From an optimization exercise on the open Yosys and OpenROAD flow, aimed at a short achievable clock period and few clock cycles; shortcuts taken in it are not production practice. In this exercise RTL edits were held to simulation tests only and were not proved equivalent to the original. Power and IR drop assume default switching activity.

--- flow/run.sh ---
#!/bin/bash
# Standard layout flow; timing repair asks for extra setup slack so that the
# layout runs faster than the constraint's clock period requires.
export SETUP_SLACK_MARGIN=7.5
bash standard.sh > standard_flow.log 2>&1
--- standard.sh ---
#!/bin/bash
# synth_recipe.tcl (not shown) runs the flow's synth.tcl, then flattens the netlist and writes it again
# the make line also repeats each setting of config.mk as NAME=value (left out here)
make -C /OpenROAD-flow-scripts/flow DESIGN_CONFIG=/design/flow/config.mk WORK_HOME=/design/flow/orfs CLKGATE_MAP_FILE= SYNTH_SCRIPT=/design/flow/synth_recipe.tcl "${@:-finish}"
--- config.mk ---
export PLATFORM = sky130hd
export DESIGN_NAME = Multi_CPU
export DESIGN_NICKNAME = Multi_CPU
export VERILOG_FILES = /design/flow/design.v
export SDC_FILE = /design/flow/constraint.sdc
export NUM_CORES = 4
export LEC_CHECK = 0
export CAP_MARGIN = 30
export CORE_MARGIN = 2
export CORE_UTILIZATION = 30
export PLACE_DENSITY = 0.45
export SLEW_MARGIN = 30
export TNS_END_PERCENT = 100
--- constraint.sdc ---
create_clock -name core_clock -period 11.0 [get_ports {clk}]
set_input_delay 2.2000 -clock core_clock [delete_from_list [all_inputs] [get_ports {clk}]]
set_output_delay 2.2000 -clock core_clock [all_outputs]
set_load 0.01 [all_outputs]
--- design.v ---
`timescale 1ns / 1ps
module mux4to1(
		input [4 * WIDTH - 1:0] in,
		input [1:0] select,
		output [WIDTH - 1:0] out
		);
	parameter WIDTH = 1;
	assign out =
			select == 2'b00 ? in[WIDTH - 1:0] :
			select == 2'b01 ? in[2 * WIDTH - 1: WIDTH] :
			select == 2'b10 ? in[3 * WIDTH - 1: 2 * WIDTH] :
			in[4 * WIDTH - 1: 3 * WIDTH];
endmodule
`timescale 1ns / 1ps
module mux16to1(
		input [16 * WIDTH - 1:0] in,
		input [3:0] select,
		output [WIDTH - 1:0] out
		);
	parameter WIDTH = 1;
	assign out =
			select == 4'b0000 ? in[WIDTH - 1:0] :
			select == 4'b0001 ? in[2 * WIDTH - 1: WIDTH] :
			select == 4'b0010 ? in[3 * WIDTH - 1: 2 * WIDTH] :
			select == 4'b0011 ? in[4 * WIDTH - 1: 3 * WIDTH] :
			select == 4'b0100 ? in[5 * WIDTH - 1: 4 * WIDTH] :
			select == 4'b0101 ? in[6 * WIDTH - 1: 5 * WIDTH] :
			select == 4'b0110 ? in[7 * WIDTH - 1: 6 * WIDTH] :
			select == 4'b0111 ? in[8 * WIDTH - 1: 7 * WIDTH] :
			select == 4'b1000 ? in[9 * WIDTH - 1: 8 * WIDTH] :
			select == 4'b1001 ? in[10 * WIDTH - 1: 9 * WIDTH] :
			select == 4'b1010 ? in[11 * WIDTH - 1: 10 * WIDTH] :
			select == 4'b1011 ? in[12 * WIDTH - 1: 11 * WIDTH] :
			select == 4'b1100 ? in[13 * WIDTH - 1: 12 * WIDTH] :
			select == 4'b1101 ? in[14 * WIDTH - 1: 13 * WIDTH] :
			select == 4'b1110 ? in[15 * WIDTH - 1: 14 * WIDTH] :
			in[16 * WIDTH - 1: 15 * WIDTH];
endmodule
`timescale 1ns / 1ps
module Ext_32(
		input [15:0] Imm_16,
		output [31:0] Imm_32
		);
	assign Imm_32 = {{16{Imm_16[15]}}, Imm_16};
endmodule
`timescale 1ns / 1ps
module REG32(
		input clk,
		input rst,
		input CE,
		input [31:0] D,
		output reg [31:0] Q
	);
	always @(posedge clk or posedge rst) begin
		if (rst) begin
			Q <= 0;
		end else if (CE) begin
			Q <= D;
		end
	end
endmodule
`timescale 1ns / 1ps
module Regs(
		input clk,
		input rst,
		input L_S,
		input [4:0] R_addr_A,
		input [4:0] R_addr_B,
		input [4:0] Wt_addr,
		input [31:0] Wt_data,
		output [31:0] rdata_A,
		output [31:0] rdata_B
		);
	reg [31:0] register [1:31];
	integer i;
	assign rdata_A = R_addr_A == 0 ? 0 : register[R_addr_A];
	assign rdata_B = R_addr_B == 0 ? 0 : register[R_addr_B];
	always @(posedge clk or posedge rst) begin
		if (rst) begin
			for (i = 1; i < 32; i = i + 1) begin
				register[i] <= 0;
			end
		end else if (L_S == 1 && Wt_addr != 0) begin
			register[Wt_addr] <= Wt_data;
		end
	end
endmodule
`timescale 1ns / 1ps
module ALU(
		input [31:0] A,
		input [3:0] ALU_operation,
		input [31:0] B,
		output overflow,
		output [31:0] res,
		output zero
	);
	mux16to1 #(32) ALU_MUX (
			.in({
				{6{32'b0}},
				{31'b0, $signed(A) < $signed(B)},
				B << A[4:0],
				{31'b0, A < B},
				$signed(A) - $signed(B),
				B >> A[4:0],
				~(A | B),
				A ^ B,
				$signed(A) + $signed(B),
				A | B,
				A & B
			}),
			.select(ALU_operation),
			.out(res)
	);
	assign zero = ~|res;
	assign overflow = 0;
endmodule
`timescale 1ns / 1ps
module M_datapath(
		input clk,
		input reset,
		input MIO_ready,
		input IorD,
		input IRWrite,
		input [1:0] RegDst,
		input RegWrite,
		input [1:0] MemtoReg,
		input ALUSrcA,
		input [1:0] ALUSrcB,
		input [1:0] PCSource,
		input PCWrite,
		input PCWriteCond,
		input Branch,
		input [3:0] ALU_operation,
		output [31:0] PC_Current,
		input [31:0] Data_in,
		output [31:0] Inst,
		output [31:0] data_out,
		output [31:0] M_addr,
		output zero,
		output overflow
	);
	wire [31:0] MDR;
	wire [4:0] Wt_addr;
	wire [31:0] Wt_data;
	wire [31:0] rdata_A;
	wire [31:0] Imm_32;
	wire [31:0] A;
	wire [31:0] B;
	wire [31:0] res;
	wire [31:0] ALUOut;
	wire [31:0] PC_Next;
	REG32 U_IR (
			.clk(clk),
			.rst(1'b0),
			.CE(IRWrite),
			.D(Data_in[31:0]),
			.Q(Inst[31:0])
	);
	REG32 U_MDR (
			.clk(clk),
			.rst(1'b0),
			.CE(1'b1),
			.D(Data_in[31:0]),
			.Q(MDR[31:0])
	);
	mux4to1 #(5) U_mux_Wt_addr (
			.in({
				5'b0,	 
				5'd31,	 
				Inst[15:11],	 
				Inst[20:16]	 
			}),
			.select(RegDst[1:0]),
			.out(Wt_addr[4:0])
	);
	mux4to1 #(32) U_mux_Wt_data (
			.in({
				PC_Current[31:0],	 
				{Inst[15:0], 16'b0},	 
				MDR[31:0],	 
				ALUOut[31:0]	 
			}),
			.select(MemtoReg[1:0]),
			.out(Wt_data[31:0])
	);
	Regs U2 (
			.clk(clk),
			.rst(reset),
			.R_addr_A(Inst[25:21]),
			.R_addr_B(Inst[20:16]),
			.Wt_addr(Wt_addr[4:0]),
			.Wt_data(Wt_data[31:0]),
			.L_S(RegWrite),
			.rdata_A(rdata_A[31:0]),
			.rdata_B(data_out[31:0])
	);
	Ext_32 U_Ext (
			.Imm_16(Inst[15:0]),
			.Imm_32(Imm_32[31:0])
	);
	assign A = ALUSrcA ? rdata_A : PC_Current;
	mux4to1 #(32) U_mux_B (
			.in({
				{Imm_32[29:0], 2'b00},	 
				Imm_32[31:0],	 
				32'd4,	 
				data_out[31:0]	 
			}),
			.select(ALUSrcB[1:0]),
			.out(B[31:0])
	);
	ALU U1 (
			.A(A[31:0]),
			.B(B[31:0]),
			.ALU_operation(ALU_operation[3:0]),
			.zero(zero),
			.res(res[31:0]),
			.overflow(overflow)
	);
	REG32 U_ALUOut (
			.clk(clk),
			.rst(1'b0),
			.CE(1'b1),
			.D(res[31:0]),
			.Q(ALUOut[31:0])
	);
	mux4to1 #(32) U_mux_PC_next (
			.in({
				ALUOut[31:0],	 
				{PC_Current[31:28], Inst[25:0], 2'b00},	 
				ALUOut[31:0],	 
				res[31:0]	 
			}),
			.select(PCSource[1:0]),
			.out(PC_Next[31:0])
	);
	REG32 U_PC (
			.clk(clk),
			.rst(reset),
			.CE(MIO_ready && (PCWrite || (PCWriteCond && (Branch == zero)))),
			.D(PC_Next[31:0]),
			.Q(PC_Current[31:0])
	);
	assign M_addr = IorD ? ALUOut : PC_Current;
endmodule
`timescale 1ns / 1ps
module ctrl(
		input clk,
		input reset,
		input [31:0] Inst_in,
		input zero,
		input overflow,
		input MIO_ready,
		output reg MemRead,
		output reg MemWrite,
		output reg [3:0] ALU_operation,
		output [4:0] state_out,
		output reg CPU_MIO,
		output reg IorD,
		output reg IRWrite,
		output reg [1:0] RegDst,
		output reg RegWrite,
		output reg [1:0] MemtoReg,
		output reg ALUSrcA,
		output reg [1:0] ALUSrcB,
		output reg [1:0] PCSource,
		output reg PCWrite,
		output reg PCWriteCond,
		output reg Branch
	);
	localparam
			IF = 4'b0000,
			ID = 4'b0001,
			Mem_Ex = 4'b0010,
			Mem_RD = 4'b0011,
			LW_WB = 4'b0100,
			Mem_WD = 4'b0101,
			R_Exe = 4'b0110,
			R_WB = 4'b0111,
			Beq_Exe = 4'b1000,
			J = 4'b1001,
			I_Exe = 4'b1010,
			I_WB = 4'b1011,
			Lui_WB = 4'b1100,
			Bne_Exe = 4'b1101,
			Jr = 4'b1110,
			Jal = 4'b1111;
	localparam
			ALU_AND = 4'b0000,
			ALU_OR = 4'b0001,
			ALU_ADD = 4'b0010,
			ALU_XOR = 4'b0011,
			ALU_NOR = 4'b0100,
			ALU_SRLV = 4'b0101,
			ALU_SUB = 4'b0110,
			ALU_SLTU = 4'b0111,
			ALU_SLLV = 4'b1000,
			ALU_SLT = 4'b1001;
	reg [3:0] state;
	assign state_out = {1'b0, state};
	task GoToIF;
		begin
			{PCWrite, PCWriteCond, IorD, MemRead, MemWrite, IRWrite, MemtoReg[1:0], PCSource[1:0], ALUSrcB[1:0], ALUSrcA, RegWrite, RegDst[1:0], CPU_MIO} <= 17'h12821;
			ALU_operation <= ALU_ADD;
			state <= IF;
		end
	endtask
	always @(posedge clk or posedge reset) begin
		if (reset) begin
			GoToIF;
		end else begin
			ALU_operation <= ALU_ADD;
			case (state)
				IF: begin
					if (MIO_ready) begin
						{PCWrite, PCWriteCond, IorD, MemRead, MemWrite, IRWrite, MemtoReg[1:0], PCSource[1:0], ALUSrcB[1:0], ALUSrcA, RegWrite, RegDst[1:0], CPU_MIO} <= 17'h00060;
						ALU_operation <= ALU_ADD;
						state <= ID;
					end else begin
						GoToIF;
					end
				end
				ID: begin
					case (Inst_in[31:26])
						6'b000000: begin	 
							{PCWrite, PCWriteCond, IorD, MemRead, MemWrite, IRWrite, MemtoReg[1:0], PCSource[1:0], ALUSrcB[1:0], ALUSrcA, RegWrite, RegDst[1:0], CPU_MIO} <= 17'h00010;
							state <= R_Exe;
							case (Inst_in[5:0])
								6'b100000: begin ALU_operation <= ALU_ADD; end
								6'b100010: begin ALU_operation <= ALU_SUB; end
								6'b100100: begin ALU_operation <= ALU_AND; end
								6'b100101: begin ALU_operation <= ALU_OR; end
								6'b100110: begin ALU_operation <= ALU_XOR; end
								6'b100111: begin ALU_operation <= ALU_NOR; end
								6'b101010: begin ALU_operation <= ALU_SLT; end
								6'b101011: begin ALU_operation <= ALU_SLTU; end
								6'b000110: begin ALU_operation <= ALU_SRLV; end
								6'b000100: begin ALU_operation <= ALU_SLLV; end
								6'b001000: begin	 
									{PCWrite, PCWriteCond, IorD, MemRead, MemWrite, IRWrite, MemtoReg[1:0], PCSource[1:0], ALUSrcB[1:0], ALUSrcA, RegWrite, RegDst[1:0], CPU_MIO} <= 17'h10010;
									state <= Jr;
								end
								default: begin	 
									GoToIF;
								end
							endcase
						end
						6'b001000: begin	 
							{PCWrite, PCWriteCond, IorD, MemRead, MemWrite, IRWrite, MemtoReg[1:0], PCSource[1:0], ALUSrcB[1:0], ALUSrcA, RegWrite, RegDst[1:0], CPU_MIO} <= 17'h00050;
							ALU_operation <= ALU_ADD;
							state <= I_Exe;
						end
						6'b001100: begin	 
							{PCWrite, PCWriteCond, IorD, MemRead, MemWrite, IRWrite, MemtoReg[1:0], PCSource[1:0], ALUSrcB[1:0], ALUSrcA, RegWrite, RegDst[1:0], CPU_MIO} <= 17'h00050;
							ALU_operation <= ALU_AND;
							state <= I_Exe;
						end
						6'b001101: begin	 
							{PCWrite, PCWriteCond, IorD, MemRead, MemWrite, IRWrite, MemtoReg[1:0], PCSource[1:0], ALUSrcB[1:0], ALUSrcA, RegWrite, RegDst[1:0], CPU_MIO} <= 17'h00050;
							ALU_operation <= ALU_OR;
							state <= I_Exe;
						end
						6'b001110: begin	 
							{PCWrite, PCWriteCond, IorD, MemRead, MemWrite, IRWrite, MemtoReg[1:0], PCSource[1:0], ALUSrcB[1:0], ALUSrcA, RegWrite, RegDst[1:0], CPU_MIO} <= 17'h00050;
							ALU_operation <= ALU_XOR;
							state <= I_Exe;
						end
						6'b001010: begin	 
							{PCWrite, PCWriteCond, IorD, MemRead, MemWrite, IRWrite, MemtoReg[1:0], PCSource[1:0], ALUSrcB[1:0], ALUSrcA, RegWrite, RegDst[1:0], CPU_MIO} <= 17'h00050;
							ALU_operation <= ALU_SLT;
							state <= I_Exe;
						end
						6'b001011: begin	 
							{PCWrite, PCWriteCond, IorD, MemRead, MemWrite, IRWrite, MemtoReg[1:0], PCSource[1:0], ALUSrcB[1:0], ALUSrcA, RegWrite, RegDst[1:0], CPU_MIO} <= 17'h00050;
							ALU_operation <= ALU_SLTU;
							state <= I_Exe;
						end
						6'b001111: begin	 
							{PCWrite, PCWriteCond, IorD, MemRead, MemWrite, IRWrite, MemtoReg[1:0], PCSource[1:0], ALUSrcB[1:0], ALUSrcA, RegWrite, RegDst[1:0], CPU_MIO} <= 17'h00468;
							state <= Lui_WB;
						end
						6'b100011, 6'b101011: begin	 
							{PCWrite, PCWriteCond, IorD, MemRead, MemWrite, IRWrite, MemtoReg[1:0], PCSource[1:0], ALUSrcB[1:0], ALUSrcA, RegWrite, RegDst[1:0], CPU_MIO} <= 17'h00050;
							ALU_operation <= ALU_ADD;
							state <= Mem_Ex;
						end
						6'b000100: begin	 
							Branch <= 1;
							{PCWrite, PCWriteCond, IorD, MemRead, MemWrite, IRWrite, MemtoReg[1:0], PCSource[1:0], ALUSrcB[1:0], ALUSrcA, RegWrite, RegDst[1:0], CPU_MIO} <= 17'h08090;
							ALU_operation <= ALU_SUB;
							state <= Beq_Exe;
						end
						6'b000101: begin	 
							Branch <= 0;
							{PCWrite, PCWriteCond, IorD, MemRead, MemWrite, IRWrite, MemtoReg[1:0], PCSource[1:0], ALUSrcB[1:0], ALUSrcA, RegWrite, RegDst[1:0], CPU_MIO} <= 17'h08090;
							ALU_operation <= ALU_SUB;
							state <= Bne_Exe;
						end
						6'b000010: begin	 
							{PCWrite, PCWriteCond, IorD, MemRead, MemWrite, IRWrite, MemtoReg[1:0], PCSource[1:0], ALUSrcB[1:0], ALUSrcA, RegWrite, RegDst[1:0], CPU_MIO} <= 17'h10160;
							state <= J;
						end
						6'b000011: begin	 
							{PCWrite, PCWriteCond, IorD, MemRead, MemWrite, IRWrite, MemtoReg[1:0], PCSource[1:0], ALUSrcB[1:0], ALUSrcA, RegWrite, RegDst[1:0], CPU_MIO} <= 17'h1076C;
							state <= Jal;
						end
						default: begin	 
							GoToIF;
						end
					endcase
				end
				Mem_Ex: begin
					case (Inst_in[31:26])
						6'b100011: begin	 
							{PCWrite, PCWriteCond, IorD, MemRead, MemWrite, IRWrite, MemtoReg[1:0], PCSource[1:0], ALUSrcB[1:0], ALUSrcA, RegWrite, RegDst[1:0], CPU_MIO} <= 17'h06051;
							state <= Mem_RD;
						end
						6'b101011: begin	 
							{PCWrite, PCWriteCond, IorD, MemRead, MemWrite, IRWrite, MemtoReg[1:0], PCSource[1:0], ALUSrcB[1:0], ALUSrcA, RegWrite, RegDst[1:0], CPU_MIO} <= 17'h05051;
							state <= Mem_WD;
						end
						default: begin	 
							GoToIF;
						end
					endcase
				end
				Mem_RD: begin
					if (MIO_ready) begin
						{PCWrite, PCWriteCond, IorD, MemRead, MemWrite, IRWrite, MemtoReg[1:0], PCSource[1:0], ALUSrcB[1:0], ALUSrcA, RegWrite, RegDst[1:0], CPU_MIO} <= 17'h00208;
						state <= LW_WB;
					end else begin
						{PCWrite, PCWriteCond, IorD, MemRead, MemWrite, IRWrite, MemtoReg[1:0], PCSource[1:0], ALUSrcB[1:0], ALUSrcA, RegWrite, RegDst[1:0], CPU_MIO} <= 17'h06051;
						state <= Mem_RD;
					end
				end
				LW_WB: begin
					GoToIF;
				end
				Mem_WD: begin
					if (MIO_ready) begin
						GoToIF;
					end else begin
						{PCWrite, PCWriteCond, IorD, MemRead, MemWrite, IRWrite, MemtoReg[1:0], PCSource[1:0], ALUSrcB[1:0], ALUSrcA, RegWrite, RegDst[1:0], CPU_MIO} <= 17'h05051;
						state <= Mem_WD;
					end
				end
				R_Exe: begin
					{PCWrite, PCWriteCond, IorD, MemRead, MemWrite, IRWrite, MemtoReg[1:0], PCSource[1:0], ALUSrcB[1:0], ALUSrcA, RegWrite, RegDst[1:0], CPU_MIO} <= 17'h0001A;
					state <= R_WB;
				end
				R_WB: begin
					GoToIF;
				end
				Beq_Exe: begin
					GoToIF;
				end
				J: begin
					GoToIF;
				end
				I_Exe: begin
					{PCWrite, PCWriteCond, IorD, MemRead, MemWrite, IRWrite, MemtoReg[1:0], PCSource[1:0], ALUSrcB[1:0], ALUSrcA, RegWrite, RegDst[1:0], CPU_MIO} <= 17'h00058;
					state <= I_WB;
				end
				I_WB: begin
					GoToIF;
				end
				Lui_WB: begin
					GoToIF;
				end
				Bne_Exe: begin
					GoToIF;
				end
				Jr: begin
					GoToIF;
				end
				Jal: begin
					GoToIF;
				end
				default begin	 
					GoToIF;
				end
			endcase
		end
	end
endmodule
`timescale 1ns / 1ps
module Multi_CPU(
		input clk,
		input reset,
		input MIO_ready,
		output mem_w,
		output [31:0] Addr_out,
		output [31:0] Data_out,
		input [31:0] Data_in,
		output CPU_MIO,
		input INT
	);
	wire run = MIO_ready;
	reg [31:0] rf [1:31];
	reg [31:1] rvalid;
	reg [31:0] pc_f;
	reg hq;	 
	reg hqa;	 
	reg hs;	 
	reg pq, ps;	 
	reg [9:0] tq, ts;	 
	reg [31:0] pf_addr;	 
	reg pf_ok;	 
	reg pf_near;	 
	reg [31:0] addr_q;	 
	reg mio_q;	 
	localparam CI = 6;	 
	localparam CN = 1 << CI;
	localparam TW = 10 - CI;	 
	localparam [31:0] PF_LIMIT = (CN - 16) * 4;
	reg [31:0] cdat [0:CN-1];
	reg [TW-1:0] ctag [0:CN-1];
	reg [CN-1:0] cval;
	reg [CN-1:0] cpt;	 
	reg [9:0] ctgt [0:CN-1];	 
	function [CI-1:0] cidx(input [31:0] a);
		cidx = a[CI+1:2];
	endfunction
	function [TW-1:0] ctg(input [31:0] a);
		ctg = a[11:CI+2];
	endfunction
	function cacheable(input [31:0] a);
		cacheable = a[31:12] == 20'd0;
	endfunction
	reg v_d;
	reg fp_d;	 
	reg [31:0] ir_d;
	reg [31:0] pc_d;
	reg [31:0] pc4_d;	 
	reg [31:0] a_e, b_e, sd_e, alt_e;
	reg [31:0] alt4_e;
	reg [9:0] alt_w1_e, alt_w2_e;
	reg alt_ok0_e, alt_ok1_e, alt_ok2_e;
	reg fa_e, fb_e, fs_e;
	reg [4:0] rd_e;
	reg ld_e, st_e, br_e, bne_e, jr_e, pt_e;
	reg o_arith, o_submode, eq_ab_e, o_and, o_or, o_xor, o_nor, o_slt, o_sltu, o_sll, o_srl, o_pass;
	reg [31:0] res_m, sd_m;
	reg [4:0] rd_m;
	reg ld_m, st_m, jr_m;
	reg mw_q;	 
	wire [5:0] op = ir_d[31:26];
	wire [5:0] fn = ir_d[5:0];
	wire [4:0] rs = ir_d[25:21];
	wire [4:0] rt = ir_d[20:16];
	wire [4:0] rdf = ir_d[15:11];
	wire [15:0] imm16 = ir_d[15:0];
	wire [31:0] imm = {{16{imm16[15]}}, imm16};
	wire is_r = v_d && op == 6'h00;
	wire f_add = fn == 6'h20, f_sub = fn == 6'h22, f_and = fn == 6'h24, f_or = fn == 6'h25;
	wire f_xor = fn == 6'h26, f_nor = fn == 6'h27, f_slt = fn == 6'h2a, f_sltu = fn == 6'h2b;
	wire f_sll = fn == 6'h04, f_srl = fn == 6'h06, f_jr = fn == 6'h08;
	wire r_alu = is_r && (f_add || f_sub || f_and || f_or || f_xor || f_nor || f_slt || f_sltu || f_sll || f_srl);
	wire r_jr = is_r && f_jr;
	wire i_addi = v_d && op == 6'h08;
	wire i_andi = v_d && op == 6'h0c;
	wire i_ori = v_d && op == 6'h0d;
	wire i_xori = v_d && op == 6'h0e;
	wire i_slti = v_d && op == 6'h0a;
	wire i_sltiu = v_d && op == 6'h0b;
	wire i_lui = v_d && op == 6'h0f;
	wire i_lw = v_d && op == 6'h23;
	wire i_sw = v_d && op == 6'h2b;
	wire i_beq = v_d && op == 6'h04;
	wire i_bne = v_d && op == 6'h05;
	wire i_j = v_d && op == 6'h02;
	wire i_jal = v_d && op == 6'h03;
	wire i_alu = i_addi || i_andi || i_ori || i_xori || i_slti || i_sltiu;
	wire i_br = i_beq || i_bne;
	wire [4:0] dst = r_alu ? rdf : (i_alu || i_lui || i_lw) ? rt : i_jal ? 5'd31 : 5'd0;
	wire use_rs = r_alu || r_jr || i_alu || i_lw || i_sw || i_br;
	wire use_rt = r_alu || r_jr || i_br;
	wire use_imm = i_alu || i_lw || i_sw;
	wire stall_d = ld_e && rd_e != 5'd0 &&
			((use_rs && rs == rd_e) || (use_rt && rt == rd_e));
	wire [31:0] wd_m = ld_m ? Data_in : res_m;
	wire [31:0] rf_a = (rs != 5'd0 && rvalid[rs]) ? rf[rs] : 32'd0;
	wire [31:0] rf_b = (rt != 5'd0 && rvalid[rt]) ? rf[rt] : 32'd0;
	wire [31:0] rs_val = (rd_m != 5'd0 && rd_m == rs) ? wd_m : rf_a;
	wire [31:0] rt_val = (rd_m != 5'd0 && rd_m == rt) ? wd_m : rf_b;
	wire [31:0] btgt_d = pc4_d + {imm[29:0], 2'b00};
	wire [31:0] jtgt_d = {pc4_d[31:28], ir_d[25:0], 2'b00};
	wire pt_d = fp_d ? i_br : (i_bne || (i_beq && imm16[15]));
	wire fp_bad = fp_d && v_d && !(i_j || i_jal || i_br);
	wire redirect_d = fp_d ? fp_bad : (i_j || i_jal || pt_d);
	wire [31:0] dtgt = fp_bad ? pc4_d : (i_j || i_jal) ? jtgt_d : btgt_d;
	wire [31:0] alt_d = pt_d ? pc4_d : btgt_d;
	wire alt_ok0_d = alt_d[31:12] == 20'd0;
	wire [10:0] alt_w1_d = {1'b0, alt_d[11:2]} + 11'd1;
	wire [10:0] alt_w2_d = {1'b0, alt_d[11:2]} + 11'd2;
	wire sub_mode = o_submode;
	wire [31:0] A = fa_e ? res_m : a_e;
	wire [31:0] Bx = fb_e ? (res_m ^ {32{sub_mode}}) : b_e;
	wire [31:0] B = fb_e ? res_m : b_e;	 
	wire [32:0] sum_a = {1'b0, A} + {1'b0, Bx};
	wire [32:0] sum_s = {1'b0, A} - {1'b0, ~Bx};
	wire [31:0] sum = sub_mode ? sum_s[31:0] : sum_a[31:0];
	wire lt_u = sum_s[32];	 
	wire lt_s = (A[31] ^ ~Bx[31]) ? A[31] : sum_s[31];
	wire [31:0] mem_addr = A + b_e;
	wire [31:0] res_oth =
			({32{o_and}} & (A & B)) |
			({32{o_or}} & (A | B)) |
			({32{o_xor}} & (A ^ B)) |
			({32{o_nor}} & ~(A | B)) |
			({32{o_sll}} & (B << A[4:0])) |
			({32{o_srl}} & (B >> A[4:0])) |
			({32{o_pass}} & B);
	wire slt_bit = (o_slt && lt_s) || (o_sltu && lt_u);
	wire [31:0] res = o_arith ? sum[31:0] : {res_oth[31:1], res_oth[0] | slt_bit};
	wire eq = fa_e ? (fb_e || res_m == b_e) : (fb_e ? a_e == res_m : eq_ab_e);
	wire taken_e = br_e && (bne_e ? !eq : eq);
	wire redirect_e = br_e && (taken_e != pt_e);
	wire mem_m = ld_m || st_m;
	wire redirect_m = jr_m;
	wire pf_go = pf_ok && pf_near;
	wire fetch_mem = !mem_m && (!hqa || pf_go);
	wire [31:0] fa = hqa ? pf_addr : pc_f;
	wire issue = fetch_mem && hqa;
	reg pd_v;	 
	reg [CI-1:0] pd_idx;
	reg [9:0] pd_w;	 
	reg [31:0] pd_data;
	wire [5:0] pd_op = pd_data[31:26];
	wire pd_isj = pd_op == 6'h02 || pd_op == 6'h03;
	wire pd_isb = pd_op == 6'h05 || (pd_op == 6'h04 && pd_data[15]);
	wire [17:0] pd_bsum2 = {7'd0, pd_w, 1'b1} + {pd_data[15], pd_data[15:0], 1'b1};
	wire [16:0] pd_bsum = pd_bsum2[17:1];	 
	wire pd_pt = (pd_isj && pd_data[25:10] == 16'd0) || (pd_isb && pd_bsum[16:10] == 7'd0);
	wire [9:0] pd_tgt = pd_isj ? pd_data[9:0] : pd_bsum[9:0];
	function lk(input ok, input [9:0] w);
		lk = ok && cval[w[CI-1:0]] && ctag[w[CI-1:0]] == w[9:CI];
	endfunction
	wire fa_ok = fa[31:12] == 20'd0;
	wire [9:0] fw = fa[11:2];
	function ca(input raw, input ok, input [9:0] w);
		ca = (fetch_mem && fw[CI-1:0] == w[CI-1:0]) ? (ok && fa_ok && fw == w) : raw;
	endfunction
	function ptn(input [9:0] w);
		ptn = (pd_v && pd_idx == w[CI-1:0]) ? pd_pt : cpt[w[CI-1:0]];
	endfunction
	function [9:0] tgn(input [9:0] w);
		tgn = (pd_v && pd_idx == w[CI-1:0]) ? pd_tgt : ctgt[w[CI-1:0]];
	endfunction
	function pa(input raw, input [9:0] w);
		pa = (fetch_mem && fw[CI-1:0] == w[CI-1:0]) ? 1'b0 : raw;
	endfunction
	wire [31:0] pc_f4 = pc_f + 32'd4;
	wire [31:0] pf4 = pf_addr + 32'd4;
	wire ok_q = pc_f[31:12] == 20'd0;
	wire [9:0] w_q = pc_f[11:2];
	wire [10:0] w_s = {1'b0, w_q} + 11'd1;
	wire [10:0] w_8 = {1'b0, w_q} + 11'd2;
	wire ok_s = ok_q && !w_s[10];
	wire ok_8 = ok_q && !w_8[10];
	wire hit = lk(ok_q, w_q);
	wire demand_miss = fetch_mem && !hqa && !hit;
	reg dm_q;
	reg [31:0] dm_a;
	wire deliver = hq || !mem_m;
	wire [31:0] idata = hq ? cdat[w_q[CI-1:0]] : Data_in;
	wire fjump = hq && pq;	 
	wire [5:0] dop = Data_in[31:26];
	wire d_isj = dop == 6'h02 || dop == 6'h03;
	wire d_isb = dop == 6'h05 || (dop == 6'h04 && Data_in[15]);
	wire djump = !hq && !mem_m && (d_isj || d_isb);
	wire [31:0] dj_tgt = d_isj ? {pc_f4[31:28], Data_in[25:0], 2'b00} :
			pc_f4 + {{14{Data_in[15]}}, Data_in[15:0], 2'b00};
	wire [31:0] ftgt = {20'd0, tq, 2'b00};
	wire [10:0] w_j4 = {1'b0, tq} + 11'd1;
	wire ok_j4 = !w_j4[10];
	wire hq_keep = ca(hq, ok_q, w_q);
	wire hs_keep = ca(hs, ok_s, w_s[9:0]);
	wire ps_keep = pa(ps, w_s[9:0]);
	wire [9:0] ts_keep = ts;
	wire h8 = ca(lk(ok_8, w_8[9:0]), ok_8, w_8[9:0]);
	wire p8 = pa(ptn(w_8[9:0]), w_8[9:0]);
	wire [9:0] t8 = tgn(w_8[9:0]);
	wire [31:0] alt4 = alt4_e;
	wire ok_a0 = alt_ok0_e;
	wire [9:0] w_a0 = alt_e[11:2];
	wire [10:0] w_a4 = {1'b0, alt_w1_e};
	wire [10:0] w_a8 = {1'b0, alt_w2_e};
	wire ok_a4 = alt_ok1_e;
	wire ok_a8 = alt_ok2_e;
	wire ha0 = ca(lk(ok_a0, w_a0), ok_a0, w_a0);
	wire pa0 = pa(ptn(w_a0), w_a0);
	wire [9:0] ta0 = tgn(w_a0);
	wire ha4 = ca(lk(ok_a4, w_a4[9:0]), ok_a4, w_a4[9:0]);
	wire pa4 = pa(ptn(w_a4[9:0]), w_a4[9:0]);
	wire [9:0] ta4 = tgn(w_a4[9:0]);
	wire ha8 = ca(lk(ok_a8, w_a8[9:0]), ok_a8, w_a8[9:0]);
	wire pa8 = pa(ptn(w_a8[9:0]), w_a8[9:0]);
	wire [9:0] ta8 = tgn(w_a8[9:0]);
	wire alt_hit = lk(ok_a0, w_a0);
	wire [31:0] alt_data = cdat[w_a0[CI-1:0]];
	wire hj0 = ca(lk(1'b1, tq), 1'b1, tq);
	wire pj0 = pa(ptn(tq), tq);
	wire [9:0] tj0 = tgn(tq);
	wire hj4 = ca(lk(ok_j4, w_j4[9:0]), ok_j4, w_j4[9:0]);
	wire pj4 = pa(ptn(w_j4[9:0]), w_j4[9:0]);
	wire [9:0] tj4 = tgn(w_j4[9:0]);
	wire [10:0] w_p4 = {1'b0, pf_addr[11:2]} + 11'd1;
	wire ok_p4 = pf_addr[31:12] == 20'd0 && !w_p4[10];
	wire ok_dm = dm_a[31:12] == 20'd0;
	reg [31:0] pc_f_n, pf_addr_n;
	reg hq_n, hqa_n, hs_n, pq_n, ps_n, pf_ok_n;
	reg [9:0] tq_n, ts_n;
	always @(*) begin
		pc_f_n = pc_f;
		hq_n = hq_keep; pq_n = pq; tq_n = tq;
		hqa_n = hqa && hq_keep;
		hs_n = hs_keep; ps_n = ps_keep; ts_n = ts_keep;
		if (redirect_m) begin
			pc_f_n = res_m; hq_n = 1'b0; hs_n = 1'b0; hqa_n = 1'b0;
		end else if (redirect_e && alt_hit) begin
			pc_f_n = alt4;
			hq_n = ha4; pq_n = pa4; tq_n = ta4; hqa_n = 1'b0;
			hs_n = ha8; ps_n = pa8; ts_n = ta8;
		end else if (redirect_e) begin
			pc_f_n = alt_e;
			hq_n = ha0; pq_n = pa0; tq_n = ta0; hqa_n = 1'b0;
			hs_n = ha4; ps_n = pa4; ts_n = ta4;
		end else if (!stall_d) begin
			if (redirect_d) begin
				pc_f_n = dtgt; hq_n = 1'b0; hs_n = 1'b0; hqa_n = 1'b0;
			end else if (fjump) begin
				pc_f_n = ftgt;
				hq_n = hj0; pq_n = pj0; tq_n = tj0; hqa_n = 1'b0;
				hs_n = hj4; ps_n = pj4; ts_n = tj4;
			end else if (djump) begin
				pc_f_n = dj_tgt; hq_n = 1'b0; hs_n = 1'b0; hqa_n = 1'b0;
			end else if (deliver) begin
				pc_f_n = pc_f4;
				hq_n = hs_keep; pq_n = ps_keep; tq_n = ts_keep; hqa_n = hs_keep;
				hs_n = h8; ps_n = p8; ts_n = t8;
			end
		end
		pf_addr_n = pf_addr;
		pf_ok_n = pf_ok;
		if (dm_q) begin
			pf_addr_n = dm_a;
			pf_ok_n = ok_dm && !lk(ok_dm, dm_a[11:2]);
		end else if (issue || !pf_ok) begin
			pf_addr_n = pf4;
			pf_ok_n = ok_p4 && !lk(ok_p4, w_p4[9:0]);
		end
	end
	wire pf_near_n = (pf_addr - pc_f) < PF_LIMIT && !fjump;
	wire mem_n = !redirect_m && (ld_e || st_e);
	wire [31:0] addr_n = mem_n ? mem_addr : hqa_n ? pf_addr_n : pc_f_n;
	wire mio_n = mem_n || !hqa_n || (pf_ok_n && pf_near_n);
	always @(posedge clk) begin
		if (reset) begin
			addr_q <= 32'd0;
			mio_q <= 1'b1;
		end else if (run) begin
			addr_q <= addr_n;
			mio_q <= mio_n;
		end
	end
	assign Addr_out = addr_q;
	assign Data_out = sd_m;
	assign mem_w = mw_q;
	assign CPU_MIO = mio_q;
	always @(posedge clk) begin
		if (rd_m != 5'd0) rf[rd_m] <= wd_m;
	end
	always @(posedge clk or posedge reset) begin
		if (reset) begin
			rvalid <= 31'd0;
		end else if (rd_m != 5'd0) begin
			rvalid[rd_m] <= 1'b1;
		end
	end
	always @(posedge clk) begin
		if (fetch_mem && run) begin
			cdat[cidx(fa)] <= Data_in;
			ctag[cidx(fa)] <= ctg(fa);
		end
	end
	always @(posedge clk or posedge reset) begin
		if (reset) begin
			cval <= {CN{1'b0}};
			cpt <= {CN{1'b0}};
		end else begin
			if (fetch_mem && run) cval[cidx(fa)] <= cacheable(fa);
			if (pd_v) cpt[pd_idx] <= pd_pt;
		end
	end
	always @(posedge clk) begin
		if (pd_v) ctgt[pd_idx] <= pd_tgt;
		if (run) begin
			pd_idx <= cidx(fa);
			pd_w <= fa[11:2];
			pd_data <= Data_in;
		end
	end
	always @(posedge clk or posedge reset) begin
		if (reset) pd_v <= 1'b0;
		else if (run) pd_v <= fetch_mem;
	end
	always @(posedge clk or posedge reset) begin
		if (reset) begin
			pf_addr <= 32'd4;
			pf_ok <= 1'b0;
			pf_near <= 1'b0;
		end else if (run) begin
			pf_addr <= pf_addr_n;
			pf_ok <= pf_ok_n;
			pf_near <= pf_near_n;
		end
	end
	always @(posedge clk or posedge reset) begin
		if (reset) begin
			dm_q <= 1'b0;
		end else if (run) begin
			dm_q <= demand_miss;
		end
	end
	always @(posedge clk) begin
		if (run) dm_a <= pc_f4;
	end
	always @(posedge clk or posedge reset) begin
		if (reset) begin
			pc_f <= 32'd0;
			hq <= 1'b0;
			hqa <= 1'b0;
			hs <= 1'b0;
			pq <= 1'b0;
			ps <= 1'b0;
			v_d <= 1'b0;
			fp_d <= 1'b0;
			rd_e <= 5'd0; ld_e <= 1'b0; st_e <= 1'b0; br_e <= 1'b0; jr_e <= 1'b0;
			rd_m <= 5'd0; ld_m <= 1'b0; st_m <= 1'b0; jr_m <= 1'b0;
			mw_q <= 1'b0;
		end else if (run) begin
			mw_q <= mem_n && !ld_e;
			if (redirect_m) begin
				rd_m <= 5'd0; ld_m <= 1'b0; st_m <= 1'b0; jr_m <= 1'b0;
			end else begin
				rd_m <= rd_e; ld_m <= ld_e; st_m <= st_e; jr_m <= jr_e;
			end
			if (redirect_m || redirect_e || stall_d) begin
				rd_e <= 5'd0; ld_e <= 1'b0; st_e <= 1'b0; br_e <= 1'b0; jr_e <= 1'b0;
			end else begin
				rd_e <= dst; ld_e <= i_lw; st_e <= i_sw; br_e <= i_br; jr_e <= r_jr;
			end
			if (redirect_m) begin
				v_d <= 1'b0;
			end else if (redirect_e) begin
				v_d <= alt_hit;
				fp_d <= 1'b0;
			end else if (!stall_d) begin
				v_d <= !redirect_d && deliver;
				fp_d <= fjump || djump;
			end
			pc_f <= pc_f_n;
			hq <= hq_n;
			hqa <= hqa_n;
			hs <= hs_n;
			pq <= pq_n;
			ps <= ps_n;
			tq <= tq_n;
			ts <= ts_n;
		end
	end
	always @(posedge clk) begin
		if (run) begin
			res_m <= res;
			sd_m <= fs_e ? wd_m : sd_e;
			if (redirect_e) begin
				ir_d <= alt_data;
				pc_d <= alt_e;
				pc4_d <= alt4;
			end else if (!stall_d) begin
				ir_d <= idata;
				pc_d <= pc_f;
				pc4_d <= pc_f4;
			end
			if (!stall_d) begin
				a_e <= rs_val;
				b_e <= i_lw || i_sw || i_addi || i_andi || i_ori || i_xori ? imm :
						i_slti || i_sltiu ? ~imm :
						i_lui ? {imm16, 16'd0} : i_jal ? pc4_d :
						r_alu && (f_sub || f_slt || f_sltu) ? ~rt_val : rt_val;
				sd_e <= rt_val;
				fa_e <= rd_e != 5'd0 && rd_e == rs;
				fb_e <= rd_e != 5'd0 && rd_e == rt && !use_imm && !i_lui && !i_jal;
				fs_e <= rd_e != 5'd0 && rd_e == rt;
				alt_e <= alt_d;
				alt4_e <= alt_d + 32'd4;
				alt_w1_e <= alt_w1_d[9:0];
				alt_w2_e <= alt_w2_d[9:0];
				alt_ok0_e <= alt_ok0_d;
				alt_ok1_e <= alt_ok0_d && !alt_w1_d[10];
				alt_ok2_e <= alt_ok0_d && !alt_w2_d[10];
				bne_e <= i_bne;
				pt_e <= pt_d;
				o_arith <= (r_alu && (f_add || f_sub)) || i_addi || i_lw || i_sw || r_jr;
				o_submode <= (r_alu && (f_sub || f_slt || f_sltu)) || i_slti || i_sltiu;
				eq_ab_e <= rs_val == rt_val;
				o_and <= (r_alu && f_and) || i_andi;
				o_or <= (r_alu && f_or) || i_ori;
				o_xor <= (r_alu && f_xor) || i_xori;
				o_nor <= r_alu && f_nor;
				o_slt <= (r_alu && f_slt) || i_slti;
				o_sltu <= (r_alu && f_sltu) || i_sltiu;
				o_sll <= r_alu && f_sll;
				o_srl <= r_alu && f_srl;
				o_pass <= i_lui || i_jal;
			end
		end
	end
endmodule
==> flow_summary_export.csv, run 1 <==
group,metric,value,unit
outcome,outcome,"timing/DRC/antenna clean",
sta,fin_setup_tns,0,ps
synthesis,syn_area,280000,um2
synthesis,synthDistinctLibCells,103,
pwr,power.total,0.0826,W
pwr,p_leak,115,nW
route,drc,0,
floorplan,std_cell_rows,354,
cells_and_area,nNetsFinal,18714,
synthesis,synthArstFlopShare,5.40,%
sta,rsz0062_at_grt,"true",
global_routing,overflow,0,
route,drt_iter0_drc,30915,
global_routing,grt_pass1_vias,191607,
pwr,ir_drop,0.262,mV
sta,period_share,41.5,%
clock_network,ctsHoldBuffers,0,
floorplan,fp.coreArea,929000,um2
clock_network,clockRootBuffer,"clkbuf_16",
cells_and_area,stdcell_count,31260,
synthesis,synthCells,17048,
cells_and_area,drive_above_1_share,46.8,%
clock_network,cts_made_buffers,605,
clock_network,clock_latency,1120,ps
sta,worst_slew_pin_slew,1160,ps
placed_design,port_buffers,100,
global_routing,grt_max_degree,154,
min_path,hp-class,"reg -> reg",
placed_design,place_congestion,0.933,
sta,relSlewSlack,22.6,%
route,wl_per_cell,43.5,um
synthesis,syn_avg_cell_area,16.4,um2
worst_setup_path,critPathRequiredTime,12010,ps
floorplan,die_w,969,um
sta,fin_skew,96.1,ps
synthesis,ys_seq_area_share,49.4,%
sta,hold_viol,0,
sta,max_clock_freq,0.219,GHz
floorplan,dieArea,940000,um2
floorplan,pin_count,102,
floorplan,initial_core_util,30.1,%
floorplan,die_h,969,um
synthesis,ys_ff_latch,4669,
placed_design,placed_cells,28599,
global_routing,grt_pass1_wl,1790,mm
worst_setup_path,crit_path_start_kind,"flip-flop",
route,routed-via-count,201873,
worst_setup_path,critPathCaptureType,"flip-flop",
clock_network,clkSlewWorstSetupHoldPaths,70,ps
global_routing,antenna_found_initial,98,
cells_and_area,area_delta_synth_final,25.0,%
sta,period_needed,4560,ps
clock_network,clockBufferDepth,5,
synthesis,synthFlopType,"edfxtp_1",
synthesis,syn_nets,17346,
route,ant_nets,0,
worst_setup_path,crit_fanout,35,
placed_design,dp_hpwl,776,mm
clock_network,cts_tree,"done",
clock_network,cts_num_sinks,4669,
sta,maxSlewViolCount,0,
route,routed_wl,1360,mm
worst_setup_path,cp.arrival,5570,ps
route,via_per_inst,6.46,
route,first_pass_iters,9,
clock_network,cts.htree.levels,6,
global_routing,grtUsageTotal,27.9,%
worst_setup_path,crit_type,"reg -> reg",
sta,setup_viol,0,
pwr,power.density,236,nW/um2
cells_and_area,final.fill_count,85461,
synthesis,synth_edf_count,4345,
synthesis,ys_warn_count,1,
job,maxCapViolations,0,
==> synth_stat cells (22+ instances only) <==
library cell	number	area share, %
inv_1	247	0.33
nor4_1	72	0.16
o21a_1	35	0.094
nor2b_1	69	0.15
a21oi_1	576	1.0
clkbuf_1	875	1.2
o21ai_0	564	1.0
or3_1	33	0.074
and2_1	41	0.092
nand2b_1	50	0.11
o31ai_1	68	0.18
or2_2	30	0.067
a211oi_1	132	0.35
a31oi_1	74	0.17
dfrtp_1	251	2.2
nor3_1	150	0.27
a22oi_1	50	0.13
nand3_1	181	0.32
ha_1	255	1.1
a2111oi_0	22	0.069
nand2_1	897	1.2
mux2i_1	661	2.4
o221ai_1	75	0.23
o211ai_1	119	0.32
o311ai_0	27	0.085
nor2_1	856	1.1
o22ai_1	65	0.15
buf_2	257	0.46
xnor2_1	423	1.3
mux4_2	4004	32
a221oi_1	73	0.23
buf_4	43	0.12
a21o_1	105	0.28
xor2_1	154	0.48
and3_1	51	0.11
nand4_1	82	0.18
dfxtp_1	72	0.52
buf_1	309	0.41
o2111ai_1	42	0.13
o21bai_1	38	0.10
or4_1	22	0.059
mux2_2	220	0.89
edfxtp_1	4345	47
==> sequential cells by signal, summed over array words and instances, names as in the netlist, 64 cells and up, named ones only <==
name and flops:
cdat 2048, rf 992, ctgt 640, ctag 256, cpt 64, cval 64
==> through the flow <==
stage	setup WS [ps]	cell area [um2]	utilization, %	hold slack, ps
after floorplan	6290	281000	-	439
after global placement	3960	297000	32.0	454
after detailed placement	3890	298000	32.0	462
after CTS	6540	342000	36.8	475
after global routing	6480	349000	37.6	492
final	6440	349000	37.6	471
==> kinds of logic (layout without fill, tap and decap cells) <==
group,after synthesis,in the layout,share of synthesized area (%)
buffers and inverters,1761,3533,2.58
XOR/XNOR,579,579,1.82
multiplexers,4889,4896,35.5
AO/OA/AOI/OAI,2281,2281,5.26
adder cells (fa/ha/maj),263,263,1.19
flip-flops,4669,4669,49.4
other,0,145,0
AND/OR/NAND/NOR,2606,2612,4.18
==> critical path: stages, from the launching register on <==
cell,delay (ps)
edfxtp_1,380
buf_6,390
mux4_2,300
mux2i_1,180
mux4_2,550
mux2i_2,330
nand3b_1,260
or4_4,670
nand2_8,130
buf_12,140
mux2_4,300
a222oi_1,300
buf_4,200
nor2_2,30
o221a_2,220
==> power by group <==
group	internal, W	switching (W)	leakage (nW)
logic	0.0176	0.0230	62.3
registers	0.0212	0.00147	43.3
clock network	0.0112	0.00813	9.01
==> cell type report <==
| cell class | instances | area [um2] | share of cell area (%) |
|---|---|---|---|
| diodes | 145 | 363 | 0.104 |
| clock buffers | 754 | 16100 | 4.60 |
| clock inverters | 270 | 2400 | 0.686 |
| inverters | 261 | 1240 | 0.354 |
| multi-input cells | 10631 | 145000 | 41.4 |
| flip-flops and latches | 4669 | 139000 | 39.6 |
| well taps | 12282 | 15400 | 4.40 |
| repair buffers | 2229 | 30600 | 8.75 |
| repair inverters | 19 | 288 | 0.0824 |
==> worst paths after layout <==
kind	end	slack (ps)	from	cells past startpoint
worst max register to register	addr_q[22]	6440	alt_e[3]	14
worst min-delay path	rvalid[10]	470	rvalid[10]	1
worst max-delay path	addr_q[22]	6440	alt_e[3]	14
max in group asynchronous	cpt[0]	7780	reset	6
min in group asynchronous	pf_addr[30]	1430	reset	3
worst min register to register	rvalid[10]	470	rvalid[10]	1
==> per-layer routing <==
layer  share of wire [%]  global-route usage [%]
met1                  38                    36.8
met3                  11                    8.07
met5               0.024                       0
met4                 6.8                    14.9
met2                  44                    41.7
==> placed cells by master, fill, tap and decap left out, types with 82 or more instances in the layout <==
cell type  synthesis  final
o21ai_1           14    105
buf_6             14    282
a21oi_2            0     95
o21ai_2            0    110
mux2_2           220    161
o211ai_1         119    119
a21o_1           105    100
mux2i_1          661    511
edfxtp_1        4345   4345
dfrtp_1          251    226
buf_16             0    251
xor2_1           154    136
nand2_1          897    781
clkbuf_1         875    126
buf_8              1     93
clkbuf_16          0    651
nand4_1           82     82
ha_1             255    180
mux2i_4            0    106
bufbuf_16          0     96
clkinv_1           8    104
mux4_2          4004   4006
nand3_1          181    144
a21oi_1          576    464
buf_12             1    334
nor2_1           856    641
nor2_4             0    171
o21ai_0          564    331
buf_4             43   1103
diode_2            0    145
nor3_1           150    117
inv_1            247    179
xnor2_1          423    343
==> what timing repair did <==
item | in CTS | in global routing
pin swaps | 469 | 415
setup buffers | 900 | 312
resized for setup | 2810 | 754
endpoints found under the setup margin | 3590 | 1013
gates cloned | 237 | 42
Testbench counts, summed over its fixed seeds: cycles 84,236.
==> inputs of run 2 (changes only) <==
--- a/design.v
+++ b/design.v
@@ -538,2 +538,3 @@
 	reg alt_ok0_e, alt_ok1_e, alt_ok2_e;
+	reg alt_hit_e;	 
 	reg fa_e, fb_e, fs_e;
@@ -671,4 +672,5 @@
 	wire djump = !hq && !mem_m && (d_isj || d_isb);
+	wire [31:0] dj_bsum = {pc_f[31:2], 1'b1} + {{15{Data_in[15]}}, Data_in[15:0], 1'b1};
 	wire [31:0] dj_tgt = d_isj ? {pc_f4[31:28], Data_in[25:0], 2'b00} :
-			pc_f4 + {{14{Data_in[15]}}, Data_in[15:0], 2'b00};
+			{dj_bsum[31:1], 2'b00};
 	wire [31:0] ftgt = {20'd0, tq, 2'b00};
@@ -691,7 +693,3 @@
 	wire ha0 = ca(lk(ok_a0, w_a0), ok_a0, w_a0);
-	wire pa0 = pa(ptn(w_a0), w_a0);
-	wire [9:0] ta0 = tgn(w_a0);
 	wire ha4 = ca(lk(ok_a4, w_a4[9:0]), ok_a4, w_a4[9:0]);
-	wire pa4 = pa(ptn(w_a4[9:0]), w_a4[9:0]);
-	wire [9:0] ta4 = tgn(w_a4[9:0]);
 	wire ha8 = ca(lk(ok_a8, w_a8[9:0]), ok_a8, w_a8[9:0]);
@@ -699,3 +697,4 @@
 	wire [9:0] ta8 = tgn(w_a8[9:0]);
-	wire alt_hit = lk(ok_a0, w_a0);
+	wire alt_hit = alt_hit_e;
+	wire alt_hit_d = ca(lk(alt_ok0_d, alt_d[11:2]), alt_ok0_d, alt_d[11:2]);
 	wire [31:0] alt_data = cdat[w_a0[CI-1:0]];
@@ -722,3 +721,3 @@
 			pc_f_n = alt4;
-			hq_n = ha4; pq_n = pa4; tq_n = ta4; hqa_n = 1'b0;
+			hq_n = ha4; pq_n = 1'b0; hqa_n = 1'b0;
 			hs_n = ha8; ps_n = pa8; ts_n = ta8;
@@ -726,4 +725,4 @@
 			pc_f_n = alt_e;
-			hq_n = ha0; pq_n = pa0; tq_n = ta0; hqa_n = 1'b0;
-			hs_n = ha4; ps_n = pa4; ts_n = ta4;
+			hq_n = ha0; pq_n = 1'b0; hqa_n = 1'b0;
+			hs_n = ha4; ps_n = 1'b0;
 		end else if (!stall_d) begin
@@ -766,2 +765,6 @@
 	end
+	always @(posedge clk) begin
+		if (reset) sd_m <= 32'd0;
+		else if (run) sd_m <= fs_e ? wd_m : sd_e;
+	end
 	assign Addr_out = addr_q;
@@ -875,3 +878,2 @@
 			res_m <= res;
-			sd_m <= fs_e ? wd_m : sd_e;
 			if (redirect_e) begin
@@ -900,2 +902,3 @@
 				alt_ok0_e <= alt_ok0_d;
+				alt_hit_e <= alt_hit_d;
 				alt_ok1_e <= alt_ok0_d && !alt_w1_d[10];
==> run 2 against run 1 <==
Net effect: synthesized cell count down 0.73%; area after synthesis down 3.2%; via count down 3.0%; global-route usage down 0.088 points; worst hold slack better by 11 ps; critical endpoint is now alt_hit_e.
==> flow_summary_export.csv, run 2 <==
group,metric,value,unit
outcome,outcome,"timing/DRC/antenna clean",
clock_network,cts_made_buffers,558,
sta,period_needed,4420,ps
cells_and_area,drive_above_1_share,44.5,%
placed_design,dp_hpwl,766,mm
synthesis,synthFlopType,"edfxtp_1",
cells_and_area,top_register,"cdat",
synthesis,synth_top_area_share,47.9,%
cells_and_area,finish.utilization,37.7,%
synthesis,syn_avg_cell_area,16.0,um2
synthesis,synth.most_common_cell,"edfxtp_1",
floorplan,std_cell_rows,348,
floorplan,fp.coreArea,899000,um2
global_routing,antenna_found_initial,94,
clock_network,clkSlewWorstSetupHoldPaths,60,ps
worst_setup_path,crit_chain,"buf_6 -> nor4b_4 -> buf_6 -> buf_4 -> nand4_1 -> o31a_4 -> buf_8 -> buf_12 -> nand2_1 -> o22ai_1 -> or4_1 -> nand4_1 -> xnor2_1 -> nand4_1 -> o22ai_1",
global_routing,grtUsageTotal,27.8,%
pwr,power.total,0.0842,W
route,ant_nets,0,
synthesis,syn_area,271000,um2
worst_setup_path,cp_common_cell,"nand4_1",
sta,relSlewSlack,25.0,%
sta,fin_setup_tns,0,ps
job,maxCapViolations,0,
floorplan,initial_core_util,30.1,%
route,wl_per_cell,43.1,um
clock_network,clockRootBuffer,"clkbuf_16",
clock_network,cts_tree,"done",
global_routing,grt_pass1_wl,1740,mm
worst_setup_path,path_depth,15,
synthesis,ys_ff_latch,4670,
synthesis,ys_warn_count,1,
worst_setup_path,crit_buf_inv,5,
worst_setup_path,slowest_stage,"or4_1",
cells_and_area,area_delta_synth_final,25.1,%
worst_setup_path,reg2reg_depth,15,
worst_setup_path,cp_top_family,"simple AND/OR/NAND/NOR gates",
sta,period_share,40.2,%
min_path,hp-class,"reg -> reg",
floorplan,pin_count,102,
synthesis,yosysTopAreaCell,"edfxtp_1",
clock_network,clock_latency,1180,ps
worst_setup_path,max_stage_delay,520,ps
worst_setup_path,critPathCaptureType,"flip-flop",
route,drt_iter0_drc,29512,
sta,setup_viol,0,
worst_setup_path,critPathRequiredTime,11940,ps
sta,worst_slew_pin_slew,1120,ps
synthesis,synthArstFlopShare,5.40,%
route,routed-via-count,195851,
synthesis,synthDistinctLibCells,114,
placed_design,port_buffers,100,
floorplan,die_w,954,um
global_routing,overflow,0,
cells_and_area,largest_register_ffs,2048,
cells_and_area,final.fill_count,83328,
synthesis,synth_common_cells,"edfxtp_1, mux4_2, nand2_1",
placed_design,place_congestion,0.929,
clock_network,cts_num_sinks,4670,
route,first_pass_iters,6,
worst_setup_path,cp.arrival,5360,ps
worst_setup_path,crit_fanout,20,
clock_network,ctsHoldBuffers,0,
pwr,p_leak,112,nW
clock_network,clockBufferDepth,4,
worst_setup_path,crit_path_start_kind,"flip-flop",
min_path,worstHoldPathCells,1,
placed_design,placed_cells,28112,
floorplan,die_h,954,um
clock_network,cts.htree.levels,6,
worst_setup_path,crit_type,"reg -> reg",
floorplan,dieArea,910000,um2
sta,max_clock_freq,0.226,GHz
synthesis,synth_edf_count,4314,
cells_and_area,final_common_cell,"edfxtp_1",
cells_and_area,nNetsFinal,18550,
cells_and_area,final_cell_mix,"edfxtp_1, mux4_2, buf_4",
sta,rsz0062_at_grt,"true",
global_routing,grt_max_degree,94,
pwr,ir_drop,0.263,mV
synthesis,synthCells,16924,
cells_and_area,stdcell_count,30655,
global_routing,grt_pass1_vias,186839,
sta,hold_viol,0,
synthesis,syn_nets,17222,
sta,fin_skew,102,ps
sta,maxSlewViolCount,0,
route,routed_wl,1320,mm
route,drc,0,
synthesis,ys_seq_area_share,51.0,%
pwr,power.density,249,nW/um2
route,via_per_inst,6.39,
synthesis,synthTopCellsByArea,"edfxtp_1, mux4_2, mux2i_1",
cells_and_area,top_regs,"cdat x2048, rf x992, ctgt x640",
[run 2: worst register-to-register path: stages, from the launching register on]
cell	delay, ps
edfxtp_1	450
buf_6	150
nor4b_4	380
buf_6	160
buf_4	180
nand4_1	160
o31a_4	210
buf_8	220
buf_12	210
nand2_1	380
o22ai_1	140
or4_1	520
nand4_1	410
xnor2_1	180
nand4_1	260
o22ai_1	210
[run 2: per-stage QoR]
| stage | instance area, um2 | hold slack, ps | setup WS (ps) |
|---|---|---|---|
| floorplan | 273000 | 448 | 6010 |
| global placement | 288000 | 469 | 3680 |
| detailed placement | 289000 | 467 | 4470 |
| CTS | 332000 | 483 | 6780 |
| global route | 339000 | 508 | 6600 |
| finish | 339000 | 482 | 6580 |
[run 2: what timing repair did]
item                                    CTS  global route
endpoints found under the hold margin     0             0
setup endpoints to repair              3674          1378
setup buffers                           930           282
pin swaps                               404           352
gates cloned                            228            38
resized for setup                      2677           696
[run 2: kinds of logic (layout without fill, tap and decap cells)]
| family | Yosys count | count (layout) | share of synthesized area (%) |
|---|---|---|---|
| AO/OA/AOI/OAI | 2351 | 2351 | 5.64 |
| XOR/XNOR | 590 | 590 | 1.92 |
| adder cells (fa/ha/maj) | 262 | 262 | 1.23 |
| buffers and inverters | 1796 | 3558 | 2.74 |
| flip-flops | 4670 | 4670 | 51.0 |
| multiplexers | 4374 | 4378 | 32.8 |
| other | 0 | 61 | 0 |
| AND/OR/NAND/NOR | 2881 | 2885 | 4.74 |
[run 2: path summary, 6_finish.rpt]
check                      startpoint          to  slack, ps
min in group asynchronous       reset     pc_f[5]       1170
min reg2reg                rvalid[11]  rvalid[11]        480
max in group asynchronous       reset      cpt[3]       7900
max reg2reg                  ir_d[27]   alt_hit_e       6580
max                          ir_d[27]   alt_hit_e       6580
min                        rvalid[11]  rvalid[11]        480
[run 2: where the power goes]
part           internal (W)  total [W]  leakage (nW)  switching [W]
combinational        0.0179     0.0427          60.4         0.0248
clock                0.0105     0.0186          8.63        0.00805
sequential           0.0214     0.0229          43.3        0.00155
total                0.0498     0.0842           112         0.0344
[run 2: per-layer routing]
| layer | track usage (%) | vias to the layer above | routed length [um] |
|---|---|---|---|
| met4 | 12.8 | 34 | 76000 |
| met2 | 41.2 | 13164 | 574000 |
| met5 | 0 | - | 400 |
| met3 | 8.00 | 2492 | 154000 |
| met1 | 37.9 | 106384 | 517000 |
| li1 | - | 73777 | - |
[run 2: final cells by class]
type	instances	area (um2)	share of cell area (%)
repair buffers	2252	30600	9.03
flip-flops and latches	4670	138000	40.8
clock buffers	724	15100	4.45
multi-input cells	10466	135000	39.9
diodes	61	153	0.0451
inverters	293	1600	0.471
clock inverters	278	2630	0.777
well taps	11900	14900	4.40
repair inverters	11	170	0.0502
Testbench counts of run 2, summed over its fixed seeds: cycles 84,394.
==> inputs of run 3 (changes only) <==
--- a/config.mk
+++ b/config.mk
@@ -9,4 +9,4 @@
 export CORE_MARGIN = 2
-export CORE_UTILIZATION = 30
-export PLACE_DENSITY = 0.45
+export CORE_UTILIZATION = 36
+export PLACE_DENSITY = 0.5
 export SLEW_MARGIN = 30
==> run 3 against run 2 <==
Net effect: clock power hardly changed; die area is 17% lower; sequential cell count stayed put; worst setup slack better by 110 ps; clock-buffer cell count is 30 lower; non-clock buffer count is 91 higher; still clean; total power is 0.34% higher; highest routed layer unchanged; first-iteration DRC count is 5.0% higher; synthesized cell count stayed put; largest cell class unchanged; maximum frequency is 2.6% higher.
==> flow_summary_export.csv, run 3 <==
group,metric,value,unit
synthesis,syn_area,271000,um2
clock_network,cts_tree,"done",
sta,maxSlewViolCount,0,
synthesis,ys_seq_area_share,51.0,%
clock_network,cts.htree.levels,6,
cells_and_area,area_delta_synth_final,24.8,%
sta,hold_viol,0,
sta,period_share,39.2,%
synthesis,syn_avg_cell_area,16.0,um2
pwr,p_leak,113,nW
clock_network,cts_made_buffers,556,
synthesis,yosysTopAreaCell,"edfxtp_1",
sta,rsz0062_at_grt,"true",
synthesis,synthFlopType,"edfxtp_1",
worst_setup_path,critPathRequiredTime,12000,ps
pwr,comb_power_share,51.0,%
cells_and_area,final_cell_mix,"edfxtp_1, mux4_2, buf_4",
pwr,ir_drop,0.236,mV
clock_network,ctsHoldBuffers,0,
clock_network,clockBufferDepth,4,
global_routing,grt_pass1_vias,186001,
global_routing,grtUsageTotal,32.2,%
route,routed_wl,1280,mm
placed_design,port_buffers,100,
sta,relSlewSlack,22.0,%
worst_setup_path,cp.arrival,5310,ps
floorplan,fp.coreArea,750000,um2
floorplan,die_w,871,um
job,maxCapViolations,0,
sta,period_needed,4310,ps
floorplan,dieArea,759000,um2
pwr,p_int,0.0504,W
pwr,power.density,250,nW/um2
sta,hold_ws,491,ps
synthesis,synthCells,16924,
synthesis,synthArstFlopShare,5.40,%
sta,max_clock_freq,0.232,GHz
synthesis,synth_top_area_share,47.9,%
route,first_pass_iters,9,
sta,setup_ws,6690,ps
placed_design,dp_hpwl,712,mm
global_routing,overflow,0,
cells_and_area,final_common_cell,"edfxtp_1",
sta,setup_viol,0,
pwr,p_switching,0.0341,W
cells_and_area,nNetsFinal,18645,
placed_design,dpl_worst_slack,4070,ps
route,wl_per_cell,44.4,um
clock_network,clock_latency,1160,ps
pwr,p_sw_share,40.3,%
worst_setup_path,crit_path_start_kind,"flip-flop",
floorplan,pin_count,102,
synthesis,synthTopCellsByArea,"edfxtp_1, mux4_2, mux2i_1",
route,drc,0,
synthesis,synth_common_cells,"edfxtp_1, mux4_2, nand2_1",
outcome,outcome,"timing/DRC/antenna clean",
synthesis,ys_ff_latch,4670,
route,drt_iter0_drc,30999,
synthesis,ys_warn_count,1,
synthesis,synth.most_common_cell,"edfxtp_1",
pwr,power.total,0.0845,W
cells_and_area,top_regs,"cdat x2048, rf x992, ctgt x640",
min_path,hp-class,"reg -> reg",
cells_and_area,largest_register_ffs,2048,
synthesis,synth_edf_count,4314,
global_routing,antenna_found_initial,89,
pwr,seqPwrFrac,27.0,%
floorplan,initial_core_util,36.1,%
synthesis,syn_nets,17222,
route,via_per_inst,6.88,
placed_design,place_congestion,0.963,
worst_setup_path,crit_fanout,10,
global_routing,grt_max_degree,117,
worst_setup_path,crit_type,"reg -> reg",
global_routing,grt_pass1_wl,1680,mm
sta,fin_skew,96.8,ps
clock_network,clockRootBuffer,"clkbuf_16",
sta,worst_slew_pin_slew,1160,ps
route,routed-via-count,197966,
clock_network,cts_num_sinks,4670,
floorplan,std_cell_rows,318,
worst_setup_path,critPathCaptureType,"flip-flop",
pwr,p_clk_share,22.1,%
clock_network,clkSlewWorstSetupHoldPaths,60,ps
floorplan,die_h,871,um
synthesis,synthDistinctLibCells,114,
route,ant_nets,0,
cells_and_area,drive_above_1_share,44.8,%
sta,fin_setup_tns,0,ps
cells_and_area,top_register,"cdat",
-- run 3: cell types whose count changed in the layout (fill, tap and decap cells not counted), sizes merged, moves of 2 or more --
cell | before | now
clkbuf | 753 | 745
mux2 | 151 | 149
diode | 61 | 78
inv | 307 | 305
bufinv | 35 | 42
clkinv | 212 | 242
buf | 2125 | 2193
-- run 3: logic make-up (layout without fill, tap and decap cells) --
family | after synthesis | after routing | synth area share, %
flip-flops | 4670 | 4670 | 51.0
multiplexers | 4374 | 4376 | 32.8
AND/OR/NAND/NOR | 2881 | 2887 | 4.74
AO/OA/AOI/OAI | 2351 | 2352 | 5.64
buffers and inverters | 1796 | 3654 | 2.74
XOR/XNOR | 590 | 590 | 1.92
adder cells (fa/ha/maj) | 262 | 262 | 1.23
other | 0 | 78 | 0
-- run 3: layout make-up --
type / count / area (um2)
inverter: 293 / 1620
timing repair buffer: 2343 / 31900
clock inverter: 308 / 3210
multi-input combinational: 10467 / 135000
timing repair inverter: 16 / 193
antenna: 78 / 195
sequential: 4670 / 138000
fill: 64956 / 412000
clock buffer: 694 / 14800
tap: 9920 / 12400
-- run 3: power groups by stage --
| stage | clock network (W) | logic (W) | registers, W |
|---|---|---|---|
| 6_report | 0.0186 | 0.0431 | 0.0228 |
| 5_1_grt | 0.0195 | 0.0435 | 0.0228 |
| 4_1_cts | 0.0188 | 0.0391 | 0.0227 |
| 3_5_place_dp | 0 | 0.0318 | 0.0236 |
| 3_3_place_gp | 0 | 0.0317 | 0.0236 |
| 2_1_floorplan | 0 | 0.0211 | 0.0221 |
-- run 3: timing repair --
item	4_1_cts	5_1_grt
pin swaps	418	440
setup endpoints to repair	3315	1338
gates resized for setup	2530	897
gates cloned	232	65
setup buffers	907	410
-- run 3: worst paths after layout --
kind / start / cells after the start / end / slack [ps]
setup / recovery: ir_d[31] / 16 / alt_hit_e / 6690
hold / removal: sd_m[30] / 2 / sd_m[30] / 490
setup reg to reg: ir_d[31] / 16 / alt_hit_e / 6690
hold reg to reg: sd_m[30] / 2 / sd_m[30] / 490
max in group asynchronous: reset / 4 / cval[56] / 7940
min in group asynchronous: reset / 2 / pc_f[26] / 1310
-- run 3: metal layers --
| metal | wire [um] | part of all wire [%] | up-vias | global-route usage, % |
|---|---|---|---|---|
| li1 | - | - | 73932 | - |
| met1 | 460000 | 36 | 105516 | 41.4 |
| met2 | 553000 | 43 | 14974 | 47.2 |
| met3 | 164000 | 13 | 3497 | 10.9 |
| met4 | 101000 | 7.9 | 47 | 19.3 |
| met5 | 911 | 0.071 | - | 0.194 |
-- run 3: stage by stage --
step / util, % / instances / cell area [um2]
6_report: 45.1 / 28789 / 338000
5_1_grt: 45.1 / 28727 / 338000
4_1_cts: 43.9 / 28236 / 329000
3_5_place_dp: 38.2 / 26095 / 286000
3_3_place_gp: 38.1 / 26075 / 286000
2_1_floorplan: - / 16924 / 273000
-- run 3: worst max-delay path, stage by stage, from the launching register on --
cell      delay (ps)
edfxtp_1         460
buf_4            180
buf_6            110
nor4b_4          310
buf_4            180
nand3_4          120
buf_6            160
mux2i_4          180
buf_12           130
buf_4            380
nand2_1          410
o22ai_1          270
or4_1            210
nand4_1          380
xnor2_1          310
nand4_1          180
o22ai_1          140

re-timing with driven ports:
In the flow no input, the clock included, has a driving cell. The finished layouts below were timed again as built, in two steps. Step 1, drivers: a clkbuf_16 drives clk and a buf_2 each remaining input, both assumed. Step 2 times the ports against the registers' clock, not the clock port: input delays grow and output delays shrink by t, the midpoint of the rising clock arrivals with the driver on. Three values: ideal ports, drivers, drivers and shift; two values: the first two.
run | t (ns) | slack for setup (ns) | hold WS [ns] | latest minus earliest clock arrival (ns) | worst slew at a driven data input, ns
run 1 | 1.227 | 6.437 / 6.437 / 5.290 | 0.471 / 0.471 / 0.471 | 0.105 / 0.104 | 0.42
run 2 | 1.267 | 6.575 / 6.575 / 5.362 | 0.482 / 0.482 / 0.482 | 0.108 / 0.108 | 0.42
run 3 | 1.252 | 6.689 / 6.588 / 5.336 | 0.491 / 0.491 / 0.491 | 0.107 / 0.107 | 0.47
After both steps setup and hold are still met in every run listed. For run 3, which loses most, drivers alone change the setup slack by -0.101 ns; drivers and shift together by -1.353 ns.
